From an optimization exercise on the open Yosys and OpenROAD flow, aimed at small area; shortcuts taken in it are not production practice.
Where RTL was checked, it was by simulation tests only, not by an equivalence proof against the original.
Power is estimated from default activity; no workload was simulated.

## rev 12
## mimaqi_hxh
module mimaqi_hxh (
        input         clk,
        input         rst,
        input  [3:0]  inrow,
        output [3:0]  outcol,
        output [7:0]  segData,
        output [3:0]  segCtl,
        output        led_1,
        output        led_2,
        output        led_3,
        output        led_22,
        output        led_33,
        output        led_333,
        output        led_0,
        output        led_00,
        output        led_000,
        output        led_0000,
        output        led_00000,
        output        led_000000,
        output        led_0000000,
        output        change_lemp,
        output        change_lemp1,
        output        flag_b,
        output        bee
    );
Settings: LEC_CHECK=0, CAP_MARGIN=20, CORE_MARGIN=2, CORE_UTILIZATION=40, SLEW_MARGIN=20; clock period 10.0 ns.
standard.sh (not shown) runs the stock make flow with config.mk's settings and CLKGATE_MAP_FILE= SYNTH_SCRIPT=/design/flow/synth_recipe.tcl, a recipe that flattens the netlist after the stock synthesis.
==> flow/flow/run.sh <==
#!/bin/bash
# Own layout flow: the standard synthesis, then an area-oriented re-mapping
# of the combinational logic only (every flip-flop instance, its name and its
# cell type stay as the standard synthesis made them), then the standard
# layout steps with a leaner clock tree (no dummy loads, larger sink clusters).
# Each tool's full output goes to a log file of its own in the work folder.
set -euo pipefail
W=$PWD
R=$W/orfs/results/$FLOW_PLATFORM/mimaqi_hxh/base

bash standard.sh synth > "$W/log_1_standard_synth.log" 2>&1

cp "$R/1_2_yosys.v" "$W/standard_1_2_yosys.v"
REMAP_LIB=$FLOW_HOME/platforms/$FLOW_PLATFORM/lib/sky130_fd_sc_hd__tt_025C_1v80.lib \
REMAP_IN=$W/standard_1_2_yosys.v \
REMAP_OUT=$R/1_2_yosys.v \
REMAP_STAT=$W/remap_stat.txt \
REMAP_TOP=$FLOW_TOP \
REMAP_DONT_USE="sky130_fd_sc_hd__probe_p_8 sky130_fd_sc_hd__probec_p_8 sky130_fd_sc_hd__lpflow_*" \
REMAP_SCRIPT=$W/flow/remap.abc \
  yosys -c "$W/flow/remap.tcl" > "$W/log_2_remap.log" 2>&1
touch "$R/1_2_yosys.v"

export CTS_ARGS="${OWN_CTS_ARGS:--sink_clustering_enable -repair_clock_nets -dont_use_dummy_load -sink_clustering_size 30 -sink_clustering_max_diameter 120 -buf_list sky130_fd_sc_hd__clkbuf_8}"
bash standard.sh > "$W/log_3_standard_layout.log" 2>&1
==> flow/flow/remap.abc <==
strash
dc2
dch -f
map -a
strash
dc2
dch -f
map -a
topo
==> flow/flow/remap.tcl <==
# Re-map the combinational logic of the standard synthesis for area. Flip-flops
# and tie cells are kept as they are (same instances, names and cell types).
yosys -import
set lib $::env(REMAP_LIB)
read_liberty -ignore_miss_func $lib
read_verilog $::env(REMAP_IN)
hierarchy -top $::env(REMAP_TOP)
setattr -mod -set keep_hierarchy 1 sky130_fd_sc_hd__*df* sky130_fd_sc_hd__conb_1
flatten
opt_clean -purge $::env(REMAP_TOP)
set dont {}
foreach c $::env(REMAP_DONT_USE) { lappend dont -dont_use $c }
abc -liberty $lib {*}$dont -script $::env(REMAP_SCRIPT) $::env(REMAP_TOP)
opt_clean -purge $::env(REMAP_TOP)
hilomap -singleton -hicell sky130_fd_sc_hd__conb_1 HI -locell sky130_fd_sc_hd__conb_1 LO $::env(REMAP_TOP)
insbuf -buf sky130_fd_sc_hd__buf_4 A X $::env(REMAP_TOP)
blackbox A:keep_hierarchy
tee -o $::env(REMAP_STAT) stat -liberty $lib -top $::env(REMAP_TOP)
write_verilog -noattr -nohex -nodec -selected $::env(REMAP_OUT)
Changes in rev 13 relative to rev 12:
-- flow/design.v --
<<< rev 12, line 104
    wire is_c   = (kc == 4'd12);
    reg [15:0] pw, pin, pch;
    reg [15:0] u15;        
    reg [2:0]  ft;
    reg        fb, cl, cl1, k2, fz;
>>> rev 13, line 104
    wire is_c   = (kc == 4'd12);
    reg [15:0] pw, pin, pch;
    reg [20:0] q15;        
    reg [2:0]  ft;
    reg        fb, cl, cl1, k2, fz;
<<< rev 12, line 120
    wire eq_w = ~(mw | mis_w);
    wire eq_c = ~(mc | mis_c);
    wire c15_1 = &u15;
    reg [2:0] nft;
    reg       nfb, ncl, ncl1, nk2, nfz;
>>> rev 13, line 120
    wire eq_w = ~(mw | mis_w);
    wire eq_c = ~(mc | mis_c);
    wire q15_lz = ~|q15[19:0];
    wire c15_1  = q15_lz & ~q15[20];
    wire q15_f  = q15[20] ^ q15[18] ^ (q15_lz & q15[20]);
    reg [2:0] nft;
    reg       nfb, ncl, ncl1, nk2, nfz;
<<< rev 12, line 162
    end
    always @(posedge clk)
        if (rst) u15 <= 16'd0;
        else if (ms_rise) begin
            if (k2) u15 <= 16'd0;
            else if (!fb && is_b) u15 <= 16'hC568;
            else u15 <= u15 + {15'd0, ~c15_1};
        end
    reg l1, l2, l3, l22, l33;
    always @(posedge clk)
>>> rev 13, line 164
    end
    always @(posedge clk)
        if (rst) q15 <= 21'h00194a;                           
        else if (ms_rise && k2) q15 <= 21'h021006;            
        else if (ms_rise && !fb && is_b) q15 <= 21'h183940;   
        else q15 <= {q15[19:0], q15_f};
    reg l1, l2, l3, l22, l33;
    always @(posedge clk)
<<< rev 12, line 197
    assign led_0000000 = 1'b1;
    reg [6:0]  v05;
    reg [13:0] w20;
    reg        bz;
    wire c05_0 = &v05;
    wire c20_0 = &w20;
    always @(posedge clk)
        if (rst) begin
            v05 <= 7'h7f; w20 <= 14'h3fff; k1 <= 1'b0; bz <= 1'b1;
        end else if (ms_rise) begin
            if (key_flag) v05 <= 7'd27;
            else v05 <= v05 + {6'd0, ~c05_0};
            if (!c20_0) k1 <= (w20 != 14'h3ffe);
            if (c20_0 && ft[2] && !k1) w20 <= 14'd6383;
            else w20 <= w20 + {13'd0, ~c20_0};
            if (!c20_0 || !c05_0) bz <= ~bz;
            else bz <= 1'b1;
>>> rev 13, line 197
    assign led_0000000 = 1'b1;
    reg [6:0]  v05;
    reg [17:0] q20;
    reg        bz;
    wire c05_0  = &v05;
    wire q20_lz = ~|q20[16:0];
    wire c20_0  = q20_lz & ~q20[17];
    wire c20_1  = q20_lz & q20[17];
    wire q20_f  = q20[17] ^ q20[10] ^ (q20_lz & q20[17]);
    always @(posedge clk)
        if (rst) q20 <= 18'd0;
        else if (ms_rise && c20_0 && ft[2] && !k1) q20 <= 18'h22b08;    
        else q20 <= {q20[16:0], q20_f};
    always @(posedge clk)
        if (rst) begin
            v05 <= 7'h7f; k1 <= 1'b0; bz <= 1'b1;
        end else if (ms_rise) begin
            if (key_flag) v05 <= 7'd27;
            else v05 <= v05 + {6'd0, ~c05_0};
            if (!c20_0) k1 <= !c20_1;
            if (!c20_0 || !c05_0) bz <= ~bz;
            else bz <= 1'b1;
==> summary.txt <==
On final-layout worst hold slack: between rev 12 and rev 13, it ends up lower for rev 12. Cmp rev 12 and rev 13 / switching part of the total power / higher: rev 12. Non-clock buffer count (rev 13 vs. rev 12) decreases by a little under 10%. Re setup slack after placement: rev 13 is 0.22 ns down on rev 12. Against rev 12, cell area in rev 13 came out better. Re hold path depth: rev 12 was lower than rev 13. Maximum frequency (rev 13 over rev 12): decrease, about 1.5%. Rev 13 has highest fanout seen on the critical path above what rev 12 had. Compared with rev 12, rev 13 improves global-route wire length before repair. Compared to rev 12, rev 13 has sequential cell count 9 higher. Going from rev 12 to rev 13, number of global-route vias before repair shrank by a few percent. Compared with rev 12, rev 13 shows detailed-route wire length that has gone down by a few percent. Rev 12 → rev 13: die area now smaller; post-layout worst setup margin moved down.
For rev 13, only the layout was checked, not whether the RTL still works.

[afterwards: timing with drivers on the ports]
How much do the figures lean on ideal ports? The routed layouts below were timed once more, with nothing changed but the port constraints. Step 1 (the two cells are an assumption about what drives the block):
set clk [get_ports {clk}]
set_driving_cell -lib_cell sky130_fd_sc_hd__clkbuf_16 $clk
set_driving_cell -lib_cell sky130_fd_sc_hd__buf_2 [delete_from_list [all_inputs] $clk]
Step 2 moves the port delays by t, midway between the first and last clock arrival at a register: inputs arrive t later, outputs are due t later. That takes back most of the time a late clock gives input paths. Slacks: no drivers / after step 1 / after step 2; pairs: no drivers / after step 1.
run | t (ns) | slack for setup (ns) | worst setup path at the end
rev 12 | 0.488 | 5.898 / 5.859 / 5.587 | input to register
rev 13 | 0.480 | 5.837 / 5.835 / 5.371 | input to register
After both steps every run listed still meets setup and hold. For rev 13, which loses most, drivers alone change the setup slack by -0.002 ns; drivers and shift together by -0.466 ns.
